What follows belongs to an exercise in optimizing a design on an open flow for small area; a production flow would make more cautious choices.
Only simulation tests tie the RTL to the original design; equivalence was not proved.
Power and IR drop assume default switching activity.

==> flow/design.v (excerpt) <==
module maindsp48a1 (
  input [17:0] A, B, D,
  input [47:0] C,
  input [17:0] BCIN,
  input [47:0] PCIN,
  input [7:0] OPMODE,
  input clk, CARRYIN,
  input RSTA, RSTB, RSTC, RSTCARRYIN, RSTD, RSTM, RSTOPMODE, RSTP,
  input CEA, CEB, CEM, CEP, CEC, CED, CECARRYIN, CEOPMODE,
  output [47:0] P,
  output [35:0] M,
  output CARRYOUT, CARRYOUTF,
  output [17:0] BCOUT,
  output [47:0] PCOUT
);
Size in the first run: ~1700 cells after synthesis, about 350 I/O pins, roughly 17000 µm² of cells after synthesis.
==> flow/config.mk <==
export PLATFORM = sky130hd
export DESIGN_NAME = maindsp48a1
export DESIGN_NICKNAME = maindsp48a1
export VERILOG_FILES = /design/flow/design.v
export SDC_FILE = /design/flow/constraint.sdc
export NUM_CORES = 4
export LEC_CHECK = 0
export CAP_MARGIN = 20
export CORE_MARGIN = 2
export CORE_UTILIZATION = 40
export SLEW_MARGIN = 20
export SYNTH_HIERARCHICAL = 1
==> flow/constraint.sdc <==
create_clock -name core_clock -period 7.0 [get_ports {clk}]
set_input_delay 1.4000 -clock core_clock [delete_from_list [all_inputs] [get_ports {clk}]]
set_output_delay 1.4000 -clock core_clock [all_outputs]
set_load 0.01 [all_outputs]
standard.sh (not shown) runs the stock make flow with config.mk's settings and CLKGATE_MAP_FILE= SYNTH_SCRIPT=/design/flow/synth_recipe.tcl, a recipe that flattens the netlist after the stock synthesis.
==> flow/flow/run.sh <==
#!/bin/bash
# Own layout flow: the standard flow (standard.sh) with two changes:
#  - after synthesis (the standard Yosys run, unchanged), every combinational
#    cell that Yosys/ABC mapped to a drive strength above 1 is set back to the
#    smallest cell of its family (downsize.tcl); repair_design/repair_timing
#    upsize again where timing needs it;
#  - the port buffers that buffer_ports adds are buf_1 cells.
# Each tool's output goes to the ORFS logs under orfs/logs plus standard.log here.
set -uo pipefail
export POST_SYNTH_TCL="$PWD/flow/downsize.tcl"
export BUFFER_PORTS_ARGS="-buffer_cell sky130_fd_sc_hd__buf_1"
bash standard.sh > standard.log 2>&1
rc=$?
cp -r orfs/logs ./orfs_logs 2>/dev/null
exit $rc
==> flow/flow/downsize.tcl <==
# Set each combinational cell to the smallest drive strength of its family.
set db [ord::get_db]
set block [ord::get_db_block]
set n 0
foreach inst [$block getInsts] {
  set m [$inst getMaster]
  set name [$m getName]
  if {![regexp {^(sky130_fd_sc_hd__[a-z0-9]+)_([0-9]+)$} $name -> base sz]} { continue }
  if {[regexp {__(e?s?df|dl|buf|clkbuf|clkinv|conb|tap|fill|decap|diode)} $base]} { continue }
  set best $m
  set barea [expr {[$m getWidth] * [$m getHeight]}]
  foreach s {1 0} {
    set c [$db findMaster ${base}_$s]
    if {$c eq "NULL" || $c eq ""} { continue }
    set a [expr {[$c getWidth] * [$c getHeight]}]
    if {$a < $barea} { set best $c; set barea $a }
  }
  if {$best ne $m} {
    $inst swapMaster $best
    incr n
  }
}
puts "downsize.tcl: $n cells set to a smaller drive strength"
Rerun with:
--- a/flow/flow/run.sh
+++ b/flow/flow/run.sh
@@ -11,0 +12 @@
+export CTS_ARGS="-sink_clustering_enable -repair_clock_nets -dont_use_dummy_load -sink_buffer_max_cap_derate 0.03"
Area after synthesis stays the same; worst setup slack is worse by 0.016 ns; clock-buffer cell count does not change.
Rerun with:
--- a/flow/flow/run.sh
+++ b/flow/flow/run.sh
@@ -12 +11,0 @@
-export CTS_ARGS="-sink_clustering_enable -repair_clock_nets -dont_use_dummy_load -sink_buffer_max_cap_derate 0.03"
Settings changed: CTS_CLUSTER_DIAMETER set to 100, CTS_CLUSTER_SIZE set to 30.
=>
- first-iteration DRC count is lower by a few percent
- area after synthesis stays the same
- global-route usage is about the same
- via count is about the same
- cell count is higher slightly
- worst hold slack is about the same
- routed wire length barely changes
- die area does not change
- total power is higher by a few percent
- cell area is higher slightly
Rerun with:
--- a/flow/flow/run.sh
+++ b/flow/flow/run.sh
@@ -11,0 +12 @@
+export CTS_ARGS="-sink_clustering_enable -repair_clock_nets -dont_use_dummy_load -sink_clustering_levels 1 -sink_clustering_size 25 -sink_clustering_max_diameter 150"
Settings changed: CTS_CLUSTER_DIAMETER 100 to not set, CTS_CLUSTER_SIZE 30 to not set.
=> Power came out lower by 3.1%; combinational power stays flat; clock power came out lower by 20%; final area came out lower by 0.99%; flip-flop and latch count does not change; die area is unchanged; synthesized area does not change.

## afterwards: timing with drivers on the ports
The flow's constraints put no driver on any port. The routed layouts listed below were extracted and timed again, unchanged, in two steps. Step 1 assumes that a clkbuf_16 drives the clock port and a buf_2 every other input. Step 2 times the ports against the registers' clock, not the clock port: input delays grow and output delays shrink by t, the midpoint of the rising clock arrivals with the driver on. Slacks: ideal / step 1 / step 2; pairs: ideal / step 1.
run | t (ns) | slack for setup (ns) | worst data-port slew with drivers (ns)
the first run | 0.529 | 0.357 / 0.357 / -0.128 | 0.06
the second run | 0.648 | 0.342 / 0.342 / -0.150 | 0.05
the third run | 0.529 | 0.357 / 0.357 / -0.128 | 0.06
the fourth run | 0.517 | 0.358 / 0.362 / -0.130 | 0.05
With both steps, setup timing fails in every run listed, where it was met with ideal ports. The setup slack of the second run, which loses most, moves by 0.000 ns with the drivers and by -0.492 ns with both steps.
